Context: an optimization exercise on an open-source flow, tuned for small area, a short achievable clock period and few clock cycles per item. The choices shown serve that exercise and are no tape-out recipe.
In this exercise RTL edits were held to simulation tests only and were not proved equivalent to the original.
Power and IR drop assume default switching activity.

==> flow/design.v <==
module xcorr_sdp_ram #(parameter N = 256,
                       parameter DW = 18,
                       parameter NT = 31)
                      (input clk,
                       input shift,
                       input rot,
                       input [DW-1:0] din,
                       output [NT*DW-1:0] taps);
    reg [N*DW-1:0] mem;
    always @(posedge clk) begin
        if (shift)
            mem <= {mem[(N-1)*DW-1:0], rot ? mem[N*DW-1 -: DW] : din};
    end
    assign taps = mem[NT*DW-1:0];
endmodule
module xcorr_benc(input [17:0] b,
                  output [8:0] one,
                  output [8:0] two,
                  output [8:0] neg);
    wire [18:0] bx = {b, 1'b0};
    genvar j;
    generate
        for (j = 0; j < 9; j = j+1) begin : dig
            assign one[j] = bx[2*j+1] ^ bx[2*j];
            assign two[j] = (bx[2*j+2] & ~bx[2*j+1] & ~bx[2*j]) | (~bx[2*j+2] & bx[2*j+1] & bx[2*j]);
            assign neg[j] = bx[2*j+2];
        end
    endgenerate
endmodule
module xcorr_bmul(input [17:0] a,
                  input [8:0] one,
                  input [8:0] two,
                  input [8:0] neg,
                  output [35:0] s,
                  output [35:0] c,
                  output [35:0] d);
    wire one0 = one[0];
    wire two0 = two[0];
    wire neg0 = neg[0];
    wire one1 = one[1];
    wire two1 = two[1];
    wire neg1 = neg[1];
    wire one2 = one[2];
    wire two2 = two[2];
    wire neg2 = neg[2];
    wire one3 = one[3];
    wire two3 = two[3];
    wire neg3 = neg[3];
    wire one4 = one[4];
    wire two4 = two[4];
    wire neg4 = neg[4];
    wire one5 = one[5];
    wire two5 = two[5];
    wire neg5 = neg[5];
    wire one6 = one[6];
    wire two6 = two[6];
    wire neg6 = neg[6];
    wire one7 = one[7];
    wire two7 = two[7];
    wire neg7 = neg[7];
    wire one8 = one[8];
    wire two8 = two[8];
    wire neg8 = neg[8];
    wire pp0_0 = (((one0 & a[0]) | (two0 & 1'b0)) ^ neg0);
    wire pp0_1 = (((one0 & a[1]) | (two0 & a[0])) ^ neg0);
    wire pp0_2 = (((one0 & a[2]) | (two0 & a[1])) ^ neg0);
    wire pp0_3 = (((one0 & a[3]) | (two0 & a[2])) ^ neg0);
    wire pp0_4 = (((one0 & a[4]) | (two0 & a[3])) ^ neg0);
    wire pp0_5 = (((one0 & a[5]) | (two0 & a[4])) ^ neg0);
    wire pp0_6 = (((one0 & a[6]) | (two0 & a[5])) ^ neg0);
    wire pp0_7 = (((one0 & a[7]) | (two0 & a[6])) ^ neg0);
    wire pp0_8 = (((one0 & a[8]) | (two0 & a[7])) ^ neg0);
    wire pp0_9 = (((one0 & a[9]) | (two0 & a[8])) ^ neg0);
    wire pp0_10 = (((one0 & a[10]) | (two0 & a[9])) ^ neg0);
    wire pp0_11 = (((one0 & a[11]) | (two0 & a[10])) ^ neg0);
    wire pp0_12 = (((one0 & a[12]) | (two0 & a[11])) ^ neg0);
    wire pp0_13 = (((one0 & a[13]) | (two0 & a[12])) ^ neg0);
    wire pp0_14 = (((one0 & a[14]) | (two0 & a[13])) ^ neg0);
    wire pp0_15 = (((one0 & a[15]) | (two0 & a[14])) ^ neg0);
    wire pp0_16 = (((one0 & a[16]) | (two0 & a[15])) ^ neg0);
    wire pp0_17 = (((one0 & a[17]) | (two0 & a[16])) ^ neg0);
    wire pp0_18 = ~(((one0 & a[17]) | (two0 & a[17])) ^ neg0);
    wire pp1_0 = (((one1 & a[0]) | (two1 & 1'b0)) ^ neg1);
    wire pp1_1 = (((one1 & a[1]) | (two1 & a[0])) ^ neg1);
    wire pp1_2 = (((one1 & a[2]) | (two1 & a[1])) ^ neg1);
    wire pp1_3 = (((one1 & a[3]) | (two1 & a[2])) ^ neg1);
    wire pp1_4 = (((one1 & a[4]) | (two1 & a[3])) ^ neg1);
    wire pp1_5 = (((one1 & a[5]) | (two1 & a[4])) ^ neg1);
    wire pp1_6 = (((one1 & a[6]) | (two1 & a[5])) ^ neg1);
    wire pp1_7 = (((one1 & a[7]) | (two1 & a[6])) ^ neg1);
    wire pp1_8 = (((one1 & a[8]) | (two1 & a[7])) ^ neg1);
    wire pp1_9 = (((one1 & a[9]) | (two1 & a[8])) ^ neg1);
    wire pp1_10 = (((one1 & a[10]) | (two1 & a[9])) ^ neg1);
    wire pp1_11 = (((one1 & a[11]) | (two1 & a[10])) ^ neg1);
    wire pp1_12 = (((one1 & a[12]) | (two1 & a[11])) ^ neg1);
    wire pp1_13 = (((one1 & a[13]) | (two1 & a[12])) ^ neg1);
    wire pp1_14 = (((one1 & a[14]) | (two1 & a[13])) ^ neg1);
    wire pp1_15 = (((one1 & a[15]) | (two1 & a[14])) ^ neg1);
    wire pp1_16 = (((one1 & a[16]) | (two1 & a[15])) ^ neg1);
    wire pp1_17 = (((one1 & a[17]) | (two1 & a[16])) ^ neg1);
    wire pp1_18 = ~(((one1 & a[17]) | (two1 & a[17])) ^ neg1);
    wire pp2_0 = (((one2 & a[0]) | (two2 & 1'b0)) ^ neg2);
    wire pp2_1 = (((one2 & a[1]) | (two2 & a[0])) ^ neg2);
    wire pp2_2 = (((one2 & a[2]) | (two2 & a[1])) ^ neg2);
    wire pp2_3 = (((one2 & a[3]) | (two2 & a[2])) ^ neg2);
    wire pp2_4 = (((one2 & a[4]) | (two2 & a[3])) ^ neg2);
    wire pp2_5 = (((one2 & a[5]) | (two2 & a[4])) ^ neg2);
    wire pp2_6 = (((one2 & a[6]) | (two2 & a[5])) ^ neg2);
    wire pp2_7 = (((one2 & a[7]) | (two2 & a[6])) ^ neg2);
    wire pp2_8 = (((one2 & a[8]) | (two2 & a[7])) ^ neg2);
    wire pp2_9 = (((one2 & a[9]) | (two2 & a[8])) ^ neg2);
    wire pp2_10 = (((one2 & a[10]) | (two2 & a[9])) ^ neg2);
    wire pp2_11 = (((one2 & a[11]) | (two2 & a[10])) ^ neg2);
    wire pp2_12 = (((one2 & a[12]) | (two2 & a[11])) ^ neg2);
    wire pp2_13 = (((one2 & a[13]) | (two2 & a[12])) ^ neg2);
    wire pp2_14 = (((one2 & a[14]) | (two2 & a[13])) ^ neg2);
    wire pp2_15 = (((one2 & a[15]) | (two2 & a[14])) ^ neg2);
    wire pp2_16 = (((one2 & a[16]) | (two2 & a[15])) ^ neg2);
    wire pp2_17 = (((one2 & a[17]) | (two2 & a[16])) ^ neg2);
    wire pp2_18 = ~(((one2 & a[17]) | (two2 & a[17])) ^ neg2);
    wire pp3_0 = (((one3 & a[0]) | (two3 & 1'b0)) ^ neg3);
    wire pp3_1 = (((one3 & a[1]) | (two3 & a[0])) ^ neg3);
    wire pp3_2 = (((one3 & a[2]) | (two3 & a[1])) ^ neg3);
    wire pp3_3 = (((one3 & a[3]) | (two3 & a[2])) ^ neg3);
    wire pp3_4 = (((one3 & a[4]) | (two3 & a[3])) ^ neg3);
    wire pp3_5 = (((one3 & a[5]) | (two3 & a[4])) ^ neg3);
    wire pp3_6 = (((one3 & a[6]) | (two3 & a[5])) ^ neg3);
    wire pp3_7 = (((one3 & a[7]) | (two3 & a[6])) ^ neg3);
    wire pp3_8 = (((one3 & a[8]) | (two3 & a[7])) ^ neg3);
    wire pp3_9 = (((one3 & a[9]) | (two3 & a[8])) ^ neg3);
    wire pp3_10 = (((one3 & a[10]) | (two3 & a[9])) ^ neg3);
    wire pp3_11 = (((one3 & a[11]) | (two3 & a[10])) ^ neg3);
    wire pp3_12 = (((one3 & a[12]) | (two3 & a[11])) ^ neg3);
    wire pp3_13 = (((one3 & a[13]) | (two3 & a[12])) ^ neg3);
    wire pp3_14 = (((one3 & a[14]) | (two3 & a[13])) ^ neg3);
    wire pp3_15 = (((one3 & a[15]) | (two3 & a[14])) ^ neg3);
    wire pp3_16 = (((one3 & a[16]) | (two3 & a[15])) ^ neg3);
    wire pp3_17 = (((one3 & a[17]) | (two3 & a[16])) ^ neg3);
    wire pp3_18 = ~(((one3 & a[17]) | (two3 & a[17])) ^ neg3);
    wire pp4_0 = (((one4 & a[0]) | (two4 & 1'b0)) ^ neg4);
    wire pp4_1 = (((one4 & a[1]) | (two4 & a[0])) ^ neg4);
    wire pp4_2 = (((one4 & a[2]) | (two4 & a[1])) ^ neg4);
    wire pp4_3 = (((one4 & a[3]) | (two4 & a[2])) ^ neg4);
    wire pp4_4 = (((one4 & a[4]) | (two4 & a[3])) ^ neg4);
    wire pp4_5 = (((one4 & a[5]) | (two4 & a[4])) ^ neg4);
    wire pp4_6 = (((one4 & a[6]) | (two4 & a[5])) ^ neg4);
    wire pp4_7 = (((one4 & a[7]) | (two4 & a[6])) ^ neg4);
    wire pp4_8 = (((one4 & a[8]) | (two4 & a[7])) ^ neg4);
    wire pp4_9 = (((one4 & a[9]) | (two4 & a[8])) ^ neg4);
    wire pp4_10 = (((one4 & a[10]) | (two4 & a[9])) ^ neg4);
    wire pp4_11 = (((one4 & a[11]) | (two4 & a[10])) ^ neg4);
    wire pp4_12 = (((one4 & a[12]) | (two4 & a[11])) ^ neg4);
    wire pp4_13 = (((one4 & a[13]) | (two4 & a[12])) ^ neg4);
    wire pp4_14 = (((one4 & a[14]) | (two4 & a[13])) ^ neg4);
    wire pp4_15 = (((one4 & a[15]) | (two4 & a[14])) ^ neg4);
    wire pp4_16 = (((one4 & a[16]) | (two4 & a[15])) ^ neg4);
    wire pp4_17 = (((one4 & a[17]) | (two4 & a[16])) ^ neg4);
    wire pp4_18 = ~(((one4 & a[17]) | (two4 & a[17])) ^ neg4);
    wire pp5_0 = (((one5 & a[0]) | (two5 & 1'b0)) ^ neg5);
    wire pp5_1 = (((one5 & a[1]) | (two5 & a[0])) ^ neg5);
    wire pp5_2 = (((one5 & a[2]) | (two5 & a[1])) ^ neg5);
    wire pp5_3 = (((one5 & a[3]) | (two5 & a[2])) ^ neg5);
    wire pp5_4 = (((one5 & a[4]) | (two5 & a[3])) ^ neg5);
    wire pp5_5 = (((one5 & a[5]) | (two5 & a[4])) ^ neg5);
    wire pp5_6 = (((one5 & a[6]) | (two5 & a[5])) ^ neg5);
    wire pp5_7 = (((one5 & a[7]) | (two5 & a[6])) ^ neg5);
    wire pp5_8 = (((one5 & a[8]) | (two5 & a[7])) ^ neg5);
    wire pp5_9 = (((one5 & a[9]) | (two5 & a[8])) ^ neg5);
    wire pp5_10 = (((one5 & a[10]) | (two5 & a[9])) ^ neg5);
    wire pp5_11 = (((one5 & a[11]) | (two5 & a[10])) ^ neg5);
    wire pp5_12 = (((one5 & a[12]) | (two5 & a[11])) ^ neg5);
    wire pp5_13 = (((one5 & a[13]) | (two5 & a[12])) ^ neg5);
    wire pp5_14 = (((one5 & a[14]) | (two5 & a[13])) ^ neg5);
    wire pp5_15 = (((one5 & a[15]) | (two5 & a[14])) ^ neg5);
    wire pp5_16 = (((one5 & a[16]) | (two5 & a[15])) ^ neg5);
    wire pp5_17 = (((one5 & a[17]) | (two5 & a[16])) ^ neg5);
    wire pp5_18 = ~(((one5 & a[17]) | (two5 & a[17])) ^ neg5);
    wire pp6_0 = (((one6 & a[0]) | (two6 & 1'b0)) ^ neg6);
    wire pp6_1 = (((one6 & a[1]) | (two6 & a[0])) ^ neg6);
    wire pp6_2 = (((one6 & a[2]) | (two6 & a[1])) ^ neg6);
    wire pp6_3 = (((one6 & a[3]) | (two6 & a[2])) ^ neg6);
    wire pp6_4 = (((one6 & a[4]) | (two6 & a[3])) ^ neg6);
    wire pp6_5 = (((one6 & a[5]) | (two6 & a[4])) ^ neg6);
    wire pp6_6 = (((one6 & a[6]) | (two6 & a[5])) ^ neg6);
    wire pp6_7 = (((one6 & a[7]) | (two6 & a[6])) ^ neg6);
    wire pp6_8 = (((one6 & a[8]) | (two6 & a[7])) ^ neg6);
    wire pp6_9 = (((one6 & a[9]) | (two6 & a[8])) ^ neg6);
    wire pp6_10 = (((one6 & a[10]) | (two6 & a[9])) ^ neg6);
    wire pp6_11 = (((one6 & a[11]) | (two6 & a[10])) ^ neg6);
    wire pp6_12 = (((one6 & a[12]) | (two6 & a[11])) ^ neg6);
    wire pp6_13 = (((one6 & a[13]) | (two6 & a[12])) ^ neg6);
    wire pp6_14 = (((one6 & a[14]) | (two6 & a[13])) ^ neg6);
    wire pp6_15 = (((one6 & a[15]) | (two6 & a[14])) ^ neg6);
    wire pp6_16 = (((one6 & a[16]) | (two6 & a[15])) ^ neg6);
    wire pp6_17 = (((one6 & a[17]) | (two6 & a[16])) ^ neg6);
    wire pp6_18 = ~(((one6 & a[17]) | (two6 & a[17])) ^ neg6);
    wire pp7_0 = (((one7 & a[0]) | (two7 & 1'b0)) ^ neg7);
    wire pp7_1 = (((one7 & a[1]) | (two7 & a[0])) ^ neg7);
    wire pp7_2 = (((one7 & a[2]) | (two7 & a[1])) ^ neg7);
    wire pp7_3 = (((one7 & a[3]) | (two7 & a[2])) ^ neg7);
    wire pp7_4 = (((one7 & a[4]) | (two7 & a[3])) ^ neg7);
    wire pp7_5 = (((one7 & a[5]) | (two7 & a[4])) ^ neg7);
    wire pp7_6 = (((one7 & a[6]) | (two7 & a[5])) ^ neg7);
    wire pp7_7 = (((one7 & a[7]) | (two7 & a[6])) ^ neg7);
    wire pp7_8 = (((one7 & a[8]) | (two7 & a[7])) ^ neg7);
    wire pp7_9 = (((one7 & a[9]) | (two7 & a[8])) ^ neg7);
    wire pp7_10 = (((one7 & a[10]) | (two7 & a[9])) ^ neg7);
    wire pp7_11 = (((one7 & a[11]) | (two7 & a[10])) ^ neg7);
    wire pp7_12 = (((one7 & a[12]) | (two7 & a[11])) ^ neg7);
    wire pp7_13 = (((one7 & a[13]) | (two7 & a[12])) ^ neg7);
    wire pp7_14 = (((one7 & a[14]) | (two7 & a[13])) ^ neg7);
    wire pp7_15 = (((one7 & a[15]) | (two7 & a[14])) ^ neg7);
    wire pp7_16 = (((one7 & a[16]) | (two7 & a[15])) ^ neg7);
    wire pp7_17 = (((one7 & a[17]) | (two7 & a[16])) ^ neg7);
    wire pp7_18 = ~(((one7 & a[17]) | (two7 & a[17])) ^ neg7);
    wire pp8_0 = (((one8 & a[0]) | (two8 & 1'b0)) ^ neg8);
    wire pp8_1 = (((one8 & a[1]) | (two8 & a[0])) ^ neg8);
    wire pp8_2 = (((one8 & a[2]) | (two8 & a[1])) ^ neg8);
    wire pp8_3 = (((one8 & a[3]) | (two8 & a[2])) ^ neg8);
    wire pp8_4 = (((one8 & a[4]) | (two8 & a[3])) ^ neg8);
    wire pp8_5 = (((one8 & a[5]) | (two8 & a[4])) ^ neg8);
    wire pp8_6 = (((one8 & a[6]) | (two8 & a[5])) ^ neg8);
    wire pp8_7 = (((one8 & a[7]) | (two8 & a[6])) ^ neg8);
    wire pp8_8 = (((one8 & a[8]) | (two8 & a[7])) ^ neg8);
    wire pp8_9 = (((one8 & a[9]) | (two8 & a[8])) ^ neg8);
    wire pp8_10 = (((one8 & a[10]) | (two8 & a[9])) ^ neg8);
    wire pp8_11 = (((one8 & a[11]) | (two8 & a[10])) ^ neg8);
    wire pp8_12 = (((one8 & a[12]) | (two8 & a[11])) ^ neg8);
    wire pp8_13 = (((one8 & a[13]) | (two8 & a[12])) ^ neg8);
    wire pp8_14 = (((one8 & a[14]) | (two8 & a[13])) ^ neg8);
    wire pp8_15 = (((one8 & a[15]) | (two8 & a[14])) ^ neg8);
    wire pp8_16 = (((one8 & a[16]) | (two8 & a[15])) ^ neg8);
    wire pp8_17 = (((one8 & a[17]) | (two8 & a[16])) ^ neg8);
    wire pp8_18 = ~(((one8 & a[17]) | (two8 & a[17])) ^ neg8);
    wire s1 = pp0_16 ^ pp1_14;
    wire c2 = pp0_16 & pp1_14;
    wire s3 = pp0_17 ^ pp1_15;
    wire c4 = pp0_17 & pp1_15;
    wire s5 = pp0_18 ^ pp1_16 ^ pp2_14;
    wire c6 = (pp0_18 & pp1_16) | (pp0_18 & pp2_14) | (pp1_16 & pp2_14);
    wire s7 = pp1_17 ^ pp2_15;
    wire c8 = pp1_17 & pp2_15;
    wire s9 = pp0_10 ^ pp1_8;
    wire c10 = pp0_10 & pp1_8;
    wire s11 = pp0_11 ^ pp1_9;
    wire c12 = pp0_11 & pp1_9;
    wire s13 = pp0_12 ^ pp1_10 ^ pp2_8;
    wire c14 = (pp0_12 & pp1_10) | (pp0_12 & pp2_8) | (pp1_10 & pp2_8);
    wire s15 = pp3_6 ^ pp4_4;
    wire c16 = pp3_6 & pp4_4;
    wire s17 = pp0_13 ^ pp1_11 ^ pp2_9;
    wire c18 = (pp0_13 & pp1_11) | (pp0_13 & pp2_9) | (pp1_11 & pp2_9);
    wire s19 = pp3_7 ^ pp4_5;
    wire c20 = pp3_7 & pp4_5;
    wire s21 = pp0_14 ^ pp1_12 ^ pp2_10;
    wire c22 = (pp0_14 & pp1_12) | (pp0_14 & pp2_10) | (pp1_12 & pp2_10);
    wire s23 = pp3_8 ^ pp4_6 ^ pp5_4;
    wire c24 = (pp3_8 & pp4_6) | (pp3_8 & pp5_4) | (pp4_6 & pp5_4);
    wire s25 = pp6_2 ^ pp7_0;
    wire c26 = pp6_2 & pp7_0;
    wire s27 = pp0_15 ^ pp1_13 ^ pp2_11;
    wire c28 = (pp0_15 & pp1_13) | (pp0_15 & pp2_11) | (pp1_13 & pp2_11);
    wire s29 = pp3_9 ^ pp4_7 ^ pp5_5;
    wire c30 = (pp3_9 & pp4_7) | (pp3_9 & pp5_5) | (pp4_7 & pp5_5);
    wire s31 = pp6_3 ^ pp7_1;
    wire c32 = pp6_3 & pp7_1;
    wire s33 = s1 ^ pp2_12 ^ pp3_10;
    wire c34 = (s1 & pp2_12) | (s1 & pp3_10) | (pp2_12 & pp3_10);
    wire s35 = pp4_8 ^ pp5_6 ^ pp6_4;
    wire c36 = (pp4_8 & pp5_6) | (pp4_8 & pp6_4) | (pp5_6 & pp6_4);
    wire s37 = pp7_2 ^ pp8_0 ^ neg8;
    wire c38 = (pp7_2 & pp8_0) | (pp7_2 & neg8) | (pp8_0 & neg8);
    wire s39 = c2 ^ s3 ^ pp2_13;
    wire c40 = (c2 & s3) | (c2 & pp2_13) | (s3 & pp2_13);
    wire s41 = pp3_11 ^ pp4_9 ^ pp5_7;
    wire c42 = (pp3_11 & pp4_9) | (pp3_11 & pp5_7) | (pp4_9 & pp5_7);
    wire s43 = pp6_5 ^ pp7_3 ^ pp8_1;
    wire c44 = (pp6_5 & pp7_3) | (pp6_5 & pp8_1) | (pp7_3 & pp8_1);
    wire s45 = c4 ^ s5 ^ pp3_12;
    wire c46 = (c4 & s5) | (c4 & pp3_12) | (s5 & pp3_12);
    wire s47 = pp4_10 ^ pp5_8 ^ pp6_6;
    wire c48 = (pp4_10 & pp5_8) | (pp4_10 & pp6_6) | (pp5_8 & pp6_6);
    wire s49 = pp7_4 ^ pp8_2 ^ 1'b1;
    wire c50 = (pp7_4 & pp8_2) | (pp7_4 & 1'b1) | (pp8_2 & 1'b1);
    wire s51 = c6 ^ s7 ^ pp3_13;
    wire c52 = (c6 & s7) | (c6 & pp3_13) | (s7 & pp3_13);
    wire s53 = pp4_11 ^ pp5_9 ^ pp6_7;
    wire c54 = (pp4_11 & pp5_9) | (pp4_11 & pp6_7) | (pp5_9 & pp6_7);
    wire s55 = pp7_5 ^ pp8_3 ^ 1'b1;
    wire c56 = (pp7_5 & pp8_3) | (pp7_5 & 1'b1) | (pp8_3 & 1'b1);
    wire s57 = c8 ^ pp1_18 ^ pp2_16;
    wire c58 = (c8 & pp1_18) | (c8 & pp2_16) | (pp1_18 & pp2_16);
    wire s59 = pp3_14 ^ pp4_12 ^ pp5_10;
    wire c60 = (pp3_14 & pp4_12) | (pp3_14 & pp5_10) | (pp4_12 & pp5_10);
    wire s61 = pp6_8 ^ pp7_6 ^ pp8_4;
    wire c62 = (pp6_8 & pp7_6) | (pp6_8 & pp8_4) | (pp7_6 & pp8_4);
    wire s63 = pp2_17 ^ pp3_15 ^ pp4_13;
    wire c64 = (pp2_17 & pp3_15) | (pp2_17 & pp4_13) | (pp3_15 & pp4_13);
    wire s65 = pp5_11 ^ pp6_9 ^ pp7_7;
    wire c66 = (pp5_11 & pp6_9) | (pp5_11 & pp7_7) | (pp6_9 & pp7_7);
    wire s67 = pp8_5 ^ 1'b1;
    wire c68 = pp8_5 & 1'b1;
    wire s69 = pp2_18 ^ pp3_16 ^ pp4_14;
    wire c70 = (pp2_18 & pp3_16) | (pp2_18 & pp4_14) | (pp3_16 & pp4_14);
    wire s71 = pp5_12 ^ pp6_10 ^ pp7_8;
    wire c72 = (pp5_12 & pp6_10) | (pp5_12 & pp7_8) | (pp6_10 & pp7_8);
    wire s73 = pp3_17 ^ pp4_15 ^ pp5_13;
    wire c74 = (pp3_17 & pp4_15) | (pp3_17 & pp5_13) | (pp4_15 & pp5_13);
    wire s75 = pp6_11 ^ pp7_9;
    wire c76 = pp6_11 & pp7_9;
    wire s77 = pp3_18 ^ pp4_16 ^ pp5_14;
    wire c78 = (pp3_18 & pp4_16) | (pp3_18 & pp5_14) | (pp4_16 & pp5_14);
    wire s79 = pp4_17 ^ pp5_15;
    wire c80 = pp4_17 & pp5_15;
    wire s81 = pp0_6 ^ pp1_4;
    wire c82 = pp0_6 & pp1_4;
    wire s83 = pp0_7 ^ pp1_5;
    wire c84 = pp0_7 & pp1_5;
    wire s85 = pp0_8 ^ pp1_6 ^ pp2_4;
    wire c86 = (pp0_8 & pp1_6) | (pp0_8 & pp2_4) | (pp1_6 & pp2_4);
    wire s87 = pp3_2 ^ pp4_0;
    wire c88 = pp3_2 & pp4_0;
    wire s89 = pp0_9 ^ pp1_7 ^ pp2_5;
    wire c90 = (pp0_9 & pp1_7) | (pp0_9 & pp2_5) | (pp1_7 & pp2_5);
    wire s91 = pp3_3 ^ pp4_1;
    wire c92 = pp3_3 & pp4_1;
    wire s93 = s9 ^ pp2_6 ^ pp3_4;
    wire c94 = (s9 & pp2_6) | (s9 & pp3_4) | (pp2_6 & pp3_4);
    wire s95 = pp4_2 ^ pp5_0 ^ neg5;
    wire c96 = (pp4_2 & pp5_0) | (pp4_2 & neg5) | (pp5_0 & neg5);
    wire s97 = c10 ^ s11 ^ pp2_7;
    wire c98 = (c10 & s11) | (c10 & pp2_7) | (s11 & pp2_7);
    wire s99 = pp3_5 ^ pp4_3 ^ pp5_1;
    wire c100 = (pp3_5 & pp4_3) | (pp3_5 & pp5_1) | (pp4_3 & pp5_1);
    wire s101 = c12 ^ s13 ^ s15;
    wire c102 = (c12 & s13) | (c12 & s15) | (s13 & s15);
    wire s103 = pp5_2 ^ pp6_0 ^ neg6;
    wire c104 = (pp5_2 & pp6_0) | (pp5_2 & neg6) | (pp6_0 & neg6);
    wire s105 = c14 ^ c16 ^ s17;
    wire c106 = (c14 & c16) | (c14 & s17) | (c16 & s17);
    wire s107 = s19 ^ pp5_3 ^ pp6_1;
    wire c108 = (s19 & pp5_3) | (s19 & pp6_1) | (pp5_3 & pp6_1);
    wire s109 = c18 ^ c20 ^ s21;
    wire c110 = (c18 & c20) | (c18 & s21) | (c20 & s21);
    wire s111 = s23 ^ s25 ^ neg7;
    wire c112 = (s23 & s25) | (s23 & neg7) | (s25 & neg7);
    wire s113 = c22 ^ c24 ^ c26;
    wire c114 = (c22 & c24) | (c22 & c26) | (c24 & c26);
    wire s115 = s27 ^ s29 ^ s31;
    wire c116 = (s27 & s29) | (s27 & s31) | (s29 & s31);
    wire s117 = c28 ^ c30 ^ c32;
    wire c118 = (c28 & c30) | (c28 & c32) | (c30 & c32);
    wire s119 = s33 ^ s35 ^ s37;
    wire c120 = (s33 & s35) | (s33 & s37) | (s35 & s37);
    wire s121 = c34 ^ c36 ^ c38;
    wire c122 = (c34 & c36) | (c34 & c38) | (c36 & c38);
    wire s123 = s39 ^ s41 ^ s43;
    wire c124 = (s39 & s41) | (s39 & s43) | (s41 & s43);
    wire s125 = c40 ^ c42 ^ c44;
    wire c126 = (c40 & c42) | (c40 & c44) | (c42 & c44);
    wire s127 = s45 ^ s47 ^ s49;
    wire c128 = (s45 & s47) | (s45 & s49) | (s47 & s49);
    wire s129 = c46 ^ c48 ^ c50;
    wire c130 = (c46 & c48) | (c46 & c50) | (c48 & c50);
    wire s131 = s51 ^ s53 ^ s55;
    wire c132 = (s51 & s53) | (s51 & s55) | (s53 & s55);
    wire s133 = c52 ^ c54 ^ c56;
    wire c134 = (c52 & c54) | (c52 & c56) | (c54 & c56);
    wire s135 = s57 ^ s59 ^ s61;
    wire c136 = (s57 & s59) | (s57 & s61) | (s59 & s61);
    wire s137 = c58 ^ c60 ^ c62;
    wire c138 = (c58 & c60) | (c58 & c62) | (c60 & c62);
    wire s139 = s63 ^ s65 ^ s67;
    wire c140 = (s63 & s65) | (s63 & s67) | (s65 & s67);
    wire s141 = c64 ^ c66 ^ c68;
    wire c142 = (c64 & c66) | (c64 & c68) | (c66 & c68);
    wire s143 = s69 ^ s71 ^ pp8_6;
    wire c144 = (s69 & s71) | (s69 & pp8_6) | (s71 & pp8_6);
    wire s145 = c70 ^ c72 ^ s73;
    wire c146 = (c70 & c72) | (c70 & s73) | (c72 & s73);
    wire s147 = s75 ^ pp8_7 ^ 1'b1;
    wire c148 = (s75 & pp8_7) | (s75 & 1'b1) | (pp8_7 & 1'b1);
    wire s149 = c74 ^ c76 ^ s77;
    wire c150 = (c74 & c76) | (c74 & s77) | (c76 & s77);
    wire s151 = pp6_12 ^ pp7_10 ^ pp8_8;
    wire c152 = (pp6_12 & pp7_10) | (pp6_12 & pp8_8) | (pp7_10 & pp8_8);
    wire s153 = c78 ^ s79 ^ pp6_13;
    wire c154 = (c78 & s79) | (c78 & pp6_13) | (s79 & pp6_13);
    wire s155 = pp7_11 ^ pp8_9 ^ 1'b1;
    wire c156 = (pp7_11 & pp8_9) | (pp7_11 & 1'b1) | (pp8_9 & 1'b1);
    wire s157 = c80 ^ pp4_18 ^ pp5_16;
    wire c158 = (c80 & pp4_18) | (c80 & pp5_16) | (pp4_18 & pp5_16);
    wire s159 = pp6_14 ^ pp7_12 ^ pp8_10;
    wire c160 = (pp6_14 & pp7_12) | (pp6_14 & pp8_10) | (pp7_12 & pp8_10);
    wire s161 = pp5_17 ^ pp6_15 ^ pp7_13;
    wire c162 = (pp5_17 & pp6_15) | (pp5_17 & pp7_13) | (pp6_15 & pp7_13);
    wire s163 = pp8_11 ^ 1'b1;
    wire c164 = pp8_11 & 1'b1;
    wire s165 = pp5_18 ^ pp6_16 ^ pp7_14;
    wire c166 = (pp5_18 & pp6_16) | (pp5_18 & pp7_14) | (pp6_16 & pp7_14);
    wire s167 = pp6_17 ^ pp7_15;
    wire c168 = pp6_17 & pp7_15;
    wire s169 = pp0_4 ^ pp1_2;
    wire c170 = pp0_4 & pp1_2;
    wire s171 = pp0_5 ^ pp1_3;
    wire c172 = pp0_5 & pp1_3;
    wire s173 = s81 ^ pp2_2 ^ pp3_0;
    wire c174 = (s81 & pp2_2) | (s81 & pp3_0) | (pp2_2 & pp3_0);
    wire s175 = c82 ^ s83 ^ pp2_3;
    wire c176 = (c82 & s83) | (c82 & pp2_3) | (s83 & pp2_3);
    wire s177 = c84 ^ s85 ^ s87;
    wire c178 = (c84 & s85) | (c84 & s87) | (s85 & s87);
    wire s179 = c86 ^ c88 ^ s89;
    wire c180 = (c86 & c88) | (c86 & s89) | (c88 & s89);
    wire s181 = c90 ^ c92 ^ s93;
    wire c182 = (c90 & c92) | (c90 & s93) | (c92 & s93);
    wire s183 = c94 ^ c96 ^ s97;
    wire c184 = (c94 & c96) | (c94 & s97) | (c96 & s97);
    wire s185 = c98 ^ c100 ^ s101;
    wire c186 = (c98 & c100) | (c98 & s101) | (c100 & s101);
    wire s187 = c102 ^ c104 ^ s105;
    wire c188 = (c102 & c104) | (c102 & s105) | (c104 & s105);
    wire s189 = c106 ^ c108 ^ s109;
    wire c190 = (c106 & c108) | (c106 & s109) | (c108 & s109);
    wire s191 = c110 ^ c112 ^ s113;
    wire c192 = (c110 & c112) | (c110 & s113) | (c112 & s113);
    wire s193 = c114 ^ c116 ^ s117;
    wire c194 = (c114 & c116) | (c114 & s117) | (c116 & s117);
    wire s195 = c118 ^ c120 ^ s121;
    wire c196 = (c118 & c120) | (c118 & s121) | (c120 & s121);
    wire s197 = c122 ^ c124 ^ s125;
    wire c198 = (c122 & c124) | (c122 & s125) | (c124 & s125);
    wire s199 = c126 ^ c128 ^ s129;
    wire c200 = (c126 & c128) | (c126 & s129) | (c128 & s129);
    wire s201 = c130 ^ c132 ^ s133;
    wire c202 = (c130 & c132) | (c130 & s133) | (c132 & s133);
    wire s203 = c134 ^ c136 ^ s137;
    wire c204 = (c134 & c136) | (c134 & s137) | (c136 & s137);
    wire s205 = c138 ^ c140 ^ s141;
    wire c206 = (c138 & c140) | (c138 & s141) | (c140 & s141);
    wire s207 = c142 ^ c144 ^ s145;
    wire c208 = (c142 & c144) | (c142 & s145) | (c144 & s145);
    wire s209 = c146 ^ c148 ^ s149;
    wire c210 = (c146 & c148) | (c146 & s149) | (c148 & s149);
    wire s211 = c150 ^ c152 ^ s153;
    wire c212 = (c150 & c152) | (c150 & s153) | (c152 & s153);
    wire s213 = c154 ^ c156 ^ s157;
    wire c214 = (c154 & c156) | (c154 & s157) | (c156 & s157);
    wire s215 = c158 ^ c160 ^ s161;
    wire c216 = (c158 & c160) | (c158 & s161) | (c160 & s161);
    wire s217 = c162 ^ c164 ^ s165;
    wire c218 = (c162 & c164) | (c162 & s165) | (c164 & s165);
    wire s219 = c166 ^ s167 ^ pp8_13;
    wire c220 = (c166 & s167) | (c166 & pp8_13) | (s167 & pp8_13);
    wire s221 = c168 ^ pp6_18 ^ pp7_16;
    wire c222 = (c168 & pp6_18) | (c168 & pp7_16) | (pp6_18 & pp7_16);
    wire s223 = pp7_17 ^ pp8_15;
    wire c224 = pp7_17 & pp8_15;
    assign s = {1'b0, pp8_18, pp8_17, c224, c222, c220, c218, c216, c214, c212, c210, c208, c206, c204, c202, c200, c198, c196, c194, c192, c190, c188, c186, c184, c182, c180, c178, c176, c174, c172, c170, s169, pp0_3, pp0_2, pp0_1, pp0_0};
    assign c = {1'b0, 1'b0, 1'b1, pp7_18, s223, s221, s219, s217, s215, s213, s211, s209, s207, s205, s203, s201, s199, s197, s195, s193, s191, s189, s187, s185, s183, s181, s179, s177, s175, s173, s171, pp2_0, pp1_1, pp1_0, 1'b0, neg0};
    assign d = {1'b0, 1'b0, 1'b0, pp8_16, 1'b1, pp8_14, 1'b1, pp8_12, s163, s159, s155, s151, s147, s143, s139, s135, s131, s127, s123, s119, s115, s111, s107, s103, s99, s95, s91, neg4, pp3_1, neg3, pp2_1, neg2, 1'b0, neg1, 1'b0, 1'b0};
endmodule
module mic_data_store #(parameter N = 256,
                        parameter AW = 8,
                        parameter NT = 31)
                       (input clk,
                        input rst_n,
                        input signed [17:0]mic_1,
                        input start,
                        input finish_left_or_right,
                        input step,
                        input drain,
                        input rot,
                        output reg p0_v,
                        output reg p1_v,
                        output [NT*18-1:0]taps,
                        output output_done_flag);
    reg start_temp;
    reg start_flag;
    reg done_flag;
    reg [AW-1:0]ada_cnt;
    assign output_done_flag = done_flag;
    always @(posedge clk or negedge rst_n)begin
        if (!rst_n)
            start_temp <= 0;
        else
            start_temp <= start;
    end
    always @(posedge clk or negedge rst_n)begin
        if (!rst_n)begin
            start_flag <= 0;
            done_flag  <= 0;
        end
        else if (!start_temp&start&!start_flag&!done_flag) 
            start_flag <= 1'b1;
        else if (start_flag&finish_left_or_right&(ada_cnt == N-1))
        begin
            start_flag <= 1'b0;
            done_flag  <= 1'b1;
        end
    end
    always @(posedge clk or negedge rst_n)begin
        if (!rst_n)
            ada_cnt <= 0;
        else if (start_flag)
        begin
            if (finish_left_or_right)
                ada_cnt <= ada_cnt+1'b1;
        end
        else
            ada_cnt <= 0;
    end
    wire take = start_flag & finish_left_or_right;
    reg [17:0] p0_d;
    reg [17:0] p1_d;
    wire pop = p0_v & (step | drain | p1_v);
    always @(posedge clk or negedge rst_n)begin
        if (!rst_n)begin
            p0_v <= 0;
            p1_v <= 0;
        end
        else if (pop)begin
            p0_v <= p1_v | take;
            p1_v <= p1_v & take;
        end
        else if (!p0_v)
            p0_v <= take;
        else
            p1_v <= take;
    end
    always @(posedge clk)begin
        p1_d <= mic_1;
        if (pop)
            p0_d <= p1_v ? p1_d : mic_1;
        else if (!p0_v)
            p0_d <= mic_1;
    end
    reg sh_r;
    reg rot_r;
    reg [17:0] din_r;
    always @(posedge clk or negedge rst_n)begin
        if (!rst_n)begin
            sh_r  <= 0;
            rot_r <= 0;
        end
        else begin
            sh_r  <= pop | rot;
            rot_r <= rot;
        end
    end
    always @(posedge clk)
        din_r <= p0_d;
    xcorr_sdp_ram #(.N(N), .DW(18), .NT(NT)) ram_inst(
    .clk(clk),
    .shift(sh_r),
    .rot(rot_r),
    .din(din_r),
    .taps(taps)
    );
endmodule
module xcorr(input clk,
             input rst_n,
             input start_flag,
             input finish_left,
             input finish_right,
             input signed[17:0]mic_1,
             input signed[17:0]mic_2,
             output reg[5:0]sequence_num,
             output reg finished,
             output reg finished_temp1);
    localparam N    = 256;          
    localparam AW   = 8;            
    localparam MAXS = 30;           
    localparam NT   = MAXS+1;       
    localparam AccW = 36+AW;        
    localparam NM   = 8;            
    reg finished_temp;
    always @(posedge clk or negedge rst_n) begin
        if (!rst_n)
        begin
            finished_temp  <= 0;
            finished_temp1 <= 0;
        end
        else
        begin
            finished_temp  <= finished;
            finished_temp1 <= finished_temp;
        end
    end
    wire p0_v1, p1_v1, p0_v2, p1_v2;
    wire done1, done2;
    wire [NT*18-1:0] t1;
    wire [NT*18-1:0] t2;
    reg [2:0] fc;           
    reg issuing;            
    reg [AW:0] kn;          
    reg [AW-1:0] k;         
    reg brk;                
    reg fb;                 
    wire can_start = (!issuing | (fc == 3'd7)) & ((kn == 0) | (fc == 3'd7)) & !kn[AW];
    wire ev_s = !brk & !fb & p0_v1 & p0_v2 & can_start;
    wire ev_f = fb & can_start;
    wire ev   = ev_s | ev_f;
    mic_data_store #(.N(N), .AW(AW), .NT(NT)) mic_data_store_inst1(
    .clk(clk),
    .rst_n(rst_n),
    .mic_1(mic_1),
    .start(start_flag),
    .finish_left_or_right(finish_right),
    .step(ev_s),
    .drain(brk),
    .rot(ev_f),
    .p0_v(p0_v1),
    .p1_v(p1_v1),
    .taps(t1),
    .output_done_flag(done1));
    mic_data_store #(.N(N), .AW(AW), .NT(NT)) mic_data_store_inst2(
    .clk(clk),
    .rst_n(rst_n),
    .mic_1(mic_2),
    .start(start_flag),
    .finish_left_or_right(finish_left),
    .step(ev_s),
    .drain(brk),
    .rot(ev_f),
    .p0_v(p0_v2),
    .p1_v(p1_v2),
    .taps(t2),
    .output_done_flag(done2));
    always @(posedge clk or negedge rst_n) begin
        if (!rst_n)
        begin
            fc      <= 0;
            issuing <= 0;
            kn      <= 0;
            k       <= 0;
            brk     <= 0;
            fb      <= 0;
        end
        else
        begin
            fc <= ev ? 3'd0 : fc+3'd1;
            if (ev)
                issuing <= 1'b1;
            else if (fc == 3'd7)
                issuing <= 1'b0;
            if (ev)
                k <= kn[AW-1:0];
            if (!fb & (p1_v1 | p1_v2) & !ev_s)
                brk <= 1'b1;
            if (brk & !fb & done1 & done2 & !p0_v1 & !p0_v2)
            begin
                fb <= 1'b1;
                kn <= 0;
            end
            else if (ev)
                kn <= kn+1'b1;
        end
    end
    reg [7:0] oh;
    reg [AW-1:0] ki;
    reg first_step;         
    reg last_o, last_p, last_a, last_b;
    wire last_i = (oh != 0) & (ki == N-1);
    always @(posedge clk or negedge rst_n) begin
        if (!rst_n)
        begin
            oh         <= 0;
            ki         <= 0;
            first_step <= 0;
            last_o     <= 0;
            last_p     <= 0;
            last_a     <= 0;
            last_b     <= 0;
        end
        else
        begin
            oh <= issuing ? (8'd1 << fc) : 8'd0;
            ki <= k;
            if (ev)
                first_step <= (kn == 0);
            else if (fc == 3'd7)
                first_step <= 1'b0;
            last_o <= last_i;
            last_p <= last_o;
            last_a <= last_p;
            last_b <= last_a;
        end
    end
    wire [MAXS:0] kge;
    genvar g;
    generate
        for (g = 0; g <= MAXS; g = g+1) begin : kg
            assign kge[g] = (ki >= g);
        end
    endgenerate
    wire [NM*AccW-1:0] head;    
    localparam LW = 22;               
    localparam HW = AccW-LW;
    genvar m;
    generate
        for (m = 0; m < NM; m = m+1) begin : mac
            reg [17:0] opa;
            reg [8:0] bone;
            reg [8:0] btwo;
            reg [8:0] bneg;
            reg [35:0] ps;
            reg [35:0] pc;
            reg [35:0] pd;
            reg [HW-1:0] hsum;
            reg [1:0] cy;
            reg [AccW-1:0] acc [0:7];
            wire [35:0] ms;
            wire [35:0] mc;
            wire [35:0] md;
            wire [8:0] eone;
            wire [8:0] etwo;
            wire [8:0] eneg;
            reg [17:0] a_n;
            reg [17:0] b_n;
            integer c, l;
            always @(*) begin
                a_n = 0;
                b_n = 0;
                for (c = 0; c < 8; c = c+1) begin
                    l = 8*c+m;
                    if (l <= MAXS) begin
                        a_n = a_n | (t2[17:0] & {18{oh[c]}});
                        b_n = b_n | (t1[18*l +: 18] & {18{oh[c] & kge[l]}});
                    end
                    else if (l <= 2*MAXS) begin
                        a_n = a_n | (t1[17:0] & {18{oh[c]}});
                        b_n = b_n | (t2[18*(l-MAXS) +: 18] & {18{oh[c] & kge[l-MAXS]}});
                    end
                end
            end
            xcorr_benc enc(.b(b_n), .one(eone), .two(etwo), .neg(eneg));
            xcorr_bmul mul(.a(opa), .one(bone), .two(btwo), .neg(bneg), .s(ms), .c(mc), .d(md));
            wire [LW+1:0] lo = {2'b00, acc[7][LW-1:0]} + {2'b00, ps[LW-1:0]} + {2'b00, pc[LW-1:0]}
                               + {2'b00, pd[LW-1:0]};
            wire [HW-1:0] hsum_n = {{(HW-36+LW){1'b0}}, ps[35:LW]}
                                   + {{(HW-36+LW){1'b0}}, pc[35:LW]}
                                   + {{(HW-36+LW){1'b0}}, pd[35:LW]}
                                   - {{(HW-36+LW){1'b0}}, 1'b1, {(35-LW){1'b0}}};
            wire [HW-1:0] hi = acc[0][AccW-1:LW] + hsum + {{(HW-2){1'b0}}, cy};
            always @(posedge clk) begin
                opa    <= a_n;
                bone   <= eone;
                btwo   <= etwo;
                bneg   <= eneg;
                ps     <= ms;
                pc     <= mc;
                pd     <= md;
                hsum   <= hsum_n;
                cy     <= lo[LW+1:LW];
                acc[0] <= {acc[7][AccW-1:LW], lo[LW-1:0]};
                acc[1] <= {hi, acc[0][LW-1:0]};
                acc[2] <= acc[1];
                acc[3] <= acc[2];
                acc[4] <= acc[3];
                acc[5] <= acc[4] & {AccW{~first_step}};
                acc[6] <= acc[5];
                acc[7] <= acc[6];
            end
            assign head[m*AccW +: AccW] = acc[1];
        end
    endgenerate
    reg v1, v2, v3;
    reg signed [AccW-1:0] w1 [0:3];
    reg [3:0] i1;
    reg signed [AccW-1:0] w2 [0:1];
    reg [1:0] i2hi;
    reg [1:0] i2lo;
    reg signed [AccW-1:0] w3;
    reg [2:0] i3;
    reg [2:0] grp;
    reg signed [AccW-1:0] best;
    reg [5:0] bidx;
    wire signed [AccW-1:0] h0 = head[0*AccW +: AccW];
    wire signed [AccW-1:0] h1 = head[1*AccW +: AccW];
    wire signed [AccW-1:0] h2 = head[2*AccW +: AccW];
    wire signed [AccW-1:0] h3 = head[3*AccW +: AccW];
    wire signed [AccW-1:0] h4 = head[4*AccW +: AccW];
    wire signed [AccW-1:0] h5 = head[5*AccW +: AccW];
    wire signed [AccW-1:0] h6 = head[6*AccW +: AccW];
    wire signed [AccW-1:0] h7 = head[7*AccW +: AccW];
    wire s10 = h1 > h0;
    wire s11 = h3 > h2;
    wire s12 = h5 > h4;
    wire s13 = h7 > h6;
    wire s20 = w1[1] > w1[0];
    wire s21 = w1[3] > w1[2];
    wire s3  = w2[1] > w2[0];
    wire sb  = w3 > best;
    wire [5:0] nidx = {grp, i3};
    always @(posedge clk) begin
        w1[0] <= s10 ? h1 : h0;
        w1[1] <= s11 ? h3 : h2;
        w1[2] <= s12 ? h5 : h4;
        w1[3] <= s13 ? h7 : h6;
        i1    <= {s13, s12, s11, s10};
        w2[0] <= s20 ? w1[1] : w1[0];
        w2[1] <= s21 ? w1[3] : w1[2];
        i2lo  <= {s21 ? i1[3] : i1[2], s20 ? i1[1] : i1[0]};
        i2hi  <= {s21, s20};
        w3    <= s3 ? w2[1] : w2[0];
        i3    <= s3 ? {1'b1, i2hi[1], i2lo[1]} : {1'b0, i2hi[0], i2lo[0]};
    end
    always @(posedge clk or negedge rst_n) begin
        if (!rst_n)
        begin
            v1           <= 0;
            v2           <= 0;
            v3           <= 0;
            grp          <= 0;
            best         <= 0;
            bidx         <= 0;
            finished     <= 0;
            sequence_num <= 0;
        end
        else
        begin
            v1 <= last_b;
            v2 <= v1;
            v3 <= v2;
            if (ev & (kn == N-1))
            begin
                grp  <= 0;
                best <= 0;
                bidx <= 0;
            end
            else if (v3)
            begin
                grp <= grp+3'd1;
                if (sb)
                begin
                    best <= w3;
                    bidx <= nidx;
                end
                if (grp == 3'd7)
                begin
                    finished     <= 1'b1;
                    sequence_num <= sb ? nidx : bidx;
                end
            end
        end
    end
endmodule
==> flow/flow/run.sh <==
#!/bin/bash
# The standard ORFS layout, with three changes to how it is made:
# - repair_timing aims for a larger setup slack than the default 0, so
#   that paths well inside the clock period are still sped up;
# - clock tree synthesis adds no dummy loads;
# - the port buffers are buf_4 cells rather than the default delay cells.
# Constraints and clock period are the design's.
set -euo pipefail
bash standard.sh SETUP_SLACK_MARGIN=8.2 TNS_END_PERCENT=10 \
    "CTS_ARGS=-sink_clustering_enable -repair_clock_nets -dont_use_dummy_load" \
    "BUFFER_PORTS_ARGS=-buffer_cell sky130_fd_sc_hd__buf_4" \
    finish > standard.log 2>&1
==> flow/standard.sh <==
#!/bin/bash
# synth_recipe.tcl (not shown) runs the flow's synth.tcl, then flattens the netlist and writes it again
# the make line also repeats each setting of config.mk as NAME=value (left out here)
make -C /OpenROAD-flow-scripts/flow DESIGN_CONFIG=/design/flow/config.mk WORK_HOME=/design/flow/orfs CLKGATE_MAP_FILE= SYNTH_SCRIPT=/design/flow/synth_recipe.tcl "${@:-finish}"
==> flow/config.mk <==
export PLATFORM = sky130hd
export DESIGN_NAME = xcorr
export DESIGN_NICKNAME = xcorr
export VERILOG_FILES = /design/flow/design.v
export SDC_FILE = /design/flow/constraint.sdc
export NUM_CORES = 4
export LEC_CHECK = 0
export CAP_MARGIN = 20
export CORE_MARGIN = 2
export CORE_UTILIZATION = 50
export PLACE_DENSITY = 0.7
export SLEW_MARGIN = 20
export SYNTH_MEMORY_MAX_BITS = 16384
==> flow/constraint.sdc <==
create_clock -name core_clock -period 12.0 [get_ports {clk}]
set_input_delay 2.4000 -clock core_clock [delete_from_list [all_inputs] [get_ports {clk}]]
set_output_delay 2.4000 -clock core_clock [all_outputs]
set_load 0.01 [all_outputs]
==> run summary <==
## power by group
| group | switching [W] | internal (W) | leakage [nW] |
|---|---|---|---|
| logic | 0.00283 | 0.00100 | 45.8 |
| registers | 0.000904 | 0.0529 | 103 |
| clock network | 0.0155 | 0.0195 | 16.5 |
## cell families (layout without fill, tap and decap cells)
| family | count (synthesis) | after routing | synth area share, % |
|---|---|---|---|
| mux | 432 | 433 | 1.03 |
| simple gates | 1957 | 1957 | 2.13 |
| xor+xnor | 1812 | 1812 | 3.38 |
| compound gates | 3036 | 3036 | 4.69 |
| fa+ha+maj | 2269 | 2269 | 7.80 |
| other cells | 0 | 35 | 0 |
| buf+inv | 3092 | 3890 | 2.49 |
| flops | 13800 | 13800 | 78.5 |
## flip-flops by register name, summed over array words and instances, names as in the netlist, 44 cells and up
signal and flops:
w3 44, w2 88, mac.pc 256, mac.bone 72
mac.btwo 72, best 44, mic_data_store_inst2.ram_inst.mem 4608, mac.ps 280
mic_data_store_inst1.ram_inst.mem 4608, mac.acc 2816, mac.pd 224, mac.hsum 128
w1 176, mac.bneg 72, mac.opa 54
## path summary, 6_finish.rpt
path / end / cells past startpoint
hold reg to reg: mac[2].acc[4][27] / 0
max in group asynchronous: sequence_num[4] / 3
setup / recovery: sequence_num[0] / 1
setup reg to reg: mac[3].pc[12] / 9
min in group asynchronous: v1 / 1
hold / removal: mac[2].acc[4][27] / 0
## area by class of cell
type / instances / area (um2) / share of cell area (%)
inverters: 2155 / 8090 / 1.55
multi-input cells: 9507 / 90400 / 17.4
well taps: 12500 / 15700 / 3.01
repair buffers: 397 / 3690 / 0.709
flip-flops and latches: 13800 / 369000 / 70.9
clock buffers: 1338 / 33500 / 6.43
diodes: 35 / 87.6 / 0.0168
## cells in the mapped netlist, types with 18 or more instances
master       n
nand3_1    173
a31o_2      20
o21ai_0    336
o21a_1      65
or2_2       18
nor3_1     109
a21oi_1    334
and2_1      77
dfxtp_1   4381
fa_1      1104
buf_1      187
ha_1      1165
nand3b_1    22
buf_2       45
a22oi_1   1405
nand2_1    474
mux2i_1     21
clkbuf_1   698
a22o_1     150
or3_1       31
inv_1     2155
a21boi_0    31
edfxtp_1  9252
xor2_1     551
o211ai_1    22
nand2b_1    60
nand4_1    105
nor2b_1    436
a211oi_1    45
o31ai_1     24
and3_1      61
xnor2_1   1261
a221oi_1    48
a31oi_1     18
o21bai_1    36
mux2_2     410
nor2_1     334
a211o_1     24
dfrtp_1    137
a222oi_1   135
a21o_1     198
## cell usage in the layout, fill, tap and decap left out, drive strengths merged, types with 31 or more instances in the layout
cell type	n
ha	1165
a211oi	45
nand4	105
a22o	150
diode	35
and2	78
nor2b	436
buf	396
dfxtp	4381
a22oi	1405
xor2	551
nand2b	61
and3	61
or3	31
a222oi	135
a221oi	62
mux2	410
clkbuf	1339
nor2	335
nand3	173
o21ai	340
fa	1104
nor3	124
inv	2155
nand2	474
xnor2	1261
a21oi	336
edfxtp	9252
a21boi	44
o21bai	36
o21a	65
dfrtp	137
a21o	198
## per-layer routing
| layer | vias to the layer above | wire, um | global-route usage [%] | part of all wire (%) |
|---|---|---|---|---|
| li1 | 95300 | - | - | - |
| met1 | 107000 | 395000 | 26.6 | 43 |
| met2 | 7628 | 401000 | 28.1 | 44 |
| met3 | 2321 | 74300 | 4.61 | 8.1 |
| met4 | 8 | 46600 | 9.23 | 5.1 |
| met5 | - | 57 | 0 | 0.0062 |
## stage by stage
stage	cells	util [%]	total power, W	area, um2
3_5_place_dp	38300	51.8	0.0586	486000
2_1_floorplan	26400	-	0.0627	470000
4_1_cts	39700	55.4	0.0937	520000
5_1_grt	39700	55.4	0.0959	520000
3_3_place_gp	38300	51.8	0.0585	486000
6_report	39700	55.5	0.0926	520000
## timing repair
| item | 4_1_cts | 5_1_grt |
|---|---|---|
| buffers inserted | 9 | 13 |
| pin swaps | 19 | 28 |
| cloned | 1 | 1 |
| gates resized for setup | 60 | 68 |
| endpoints found under the setup margin | 1645 | 3160 |
==> qor.yml <==
outcome:
  status: "timing/DRC/antenna clean"
critical_path:
  max_stage_delay_ns: 0.44
  path_cells: "buf_6"
  r2r-start: "mac[2].opa[8]"
  slowest_stage: "dfrtp_2"
  path_max_fanout: 2
  required_ns: 9.60
  worst_setup_path_end_kind: "primary output"
  reg2reg_setup_slack_ns: 7.95
  cp.arrival_ns: 1.67
  crit_family: "flip-flops"
  crit_type: "reg -> out"
  crit_start: "sequence_num[0]"
  crit_buf_inv: 1
  critPathLaunchType: "register"
cells_and_area:
  nets: 29500
  drive_above_1_share_pct: 8.95
  syn_to_final_growth_pct: 10.7
  fillers: 70800
floorplan:
  start_util_pct: 50.1
  fp.dieW_um: 974
  core_area_um2: 939000
  num_rows: 356
  dieArea_um2: 948000
  ios: 49
  die_h_um: 974
cts:
  clkSinkCount: 13800
  cts_hold_buffers: 0
  h-tree-depth: 7
  clk_path_buf_depth: 5
  cts_tree: "done"
  clk_latency_ns: 1.16
  cts_inserted_buffers: 1338
  cts_root_buf: "clkbuf_16"
  clk_pin_slew_ns: 0.06
synth:
  yosys.area.top_type_share_pct: 59.1
  yosys_most_used_dff: "edfxtp_1"
  synth_area_um2: 470000
  synth-edff-count: 9252
  yosysWarnings: 13
  synth_cells: 26400
  async_reset_ff_share_pct: 0.995
  avgSynthCellArea_um2: 17.8
  synthesis.nets: 28700
  synth_top_cell_by_area: "edfxtp_1"
  synth.area.top_cells: "edfxtp_1 59%, dfxtp_1 19%, fa_1 4.7%, ha_1 3.1%, xnor2_1 2.3%"
  ys_ff_latch: 13800
  ys_types: 90
  synth.yosys.seq_area_share_pct: 78.5
drt:
  wl_per_cell_um: 23.1
  vias_per_cell: 5.35
  via_count: 213000
  drc_errors: 0
  drtIter0Drc: 22800
  first_pass_iters: 8
  wirelength_um: 917000
  antenna_left: 0
global_routing:
  grt_max_degree: 222
  grt_pass1_vias: 216000
  grt.total_usage_pct: 19.0
  grt_pass1_wl_um: 1360000
  antenna_found_initial: 68
  grt-ovfl-total: 0
sta:
  fin_ws_ns: 7.93
  period_minus_slack_ns: 4.07
  maxSlewViolCount: 0
  worst_slew_pin_slew_ns: 1.26
  clock-skew-final_ns: 0.120
  slew_headroom_pct: 16.1
  rsz0062_at_grt: "true"
  setup_viol: 0
  period_share_pct: 33.9
  fmax_mhz: 246
  holdWs_ns: 0.252
  tns_ns: 0
  finalHoldViolCount: 0
pwr:
  worst_ir_drop_vdd_v: 0.000165
  leakage_nw: 166
  power_density_nw_per_um2: 178
job:
  max_cap_viol_count: 0
placement:
  dp_hpwl_um: 565000
  pre_cts_slack_ns: 7.60
  port_buffers: 48
  routabilityCongestion: 0.903
worst_hold_path:
  hold_class: "reg -> reg"
  holdCritStartpoint: "mac[2].acc[3][27]"
Testbench counts, summed over its fixed seeds: cycles 66,016, items 32.

==> what the ideal ports hide <==
Ports are ideal in the flow. The routed layout listed here was re-timed in OpenROAD.
Step 1: set_driving_cell puts a clkbuf_16 on clk and a buf_2 on each other input, an assumption about the parent block.
Step 2 adds t to the input delays and takes it off the output delays; t is the mean of the earliest and latest rising clock arrival at the registers after step 1. Input paths then give back, and output paths get back, about the clock's delay inside the block.
Three values: ideal, step 1, step 2; two values: the first two.
t, ns: 1.231
setup slack, ns: 7.931 / 7.784 / 7.954
worst slew at a driven data input, ns: 0.05
pins driven straight from the clock port: 1
After both steps setup and hold are still met in this run. For this run, drivers alone change the setup slack by -0.147 ns; drivers and shift together by +0.023 ns.
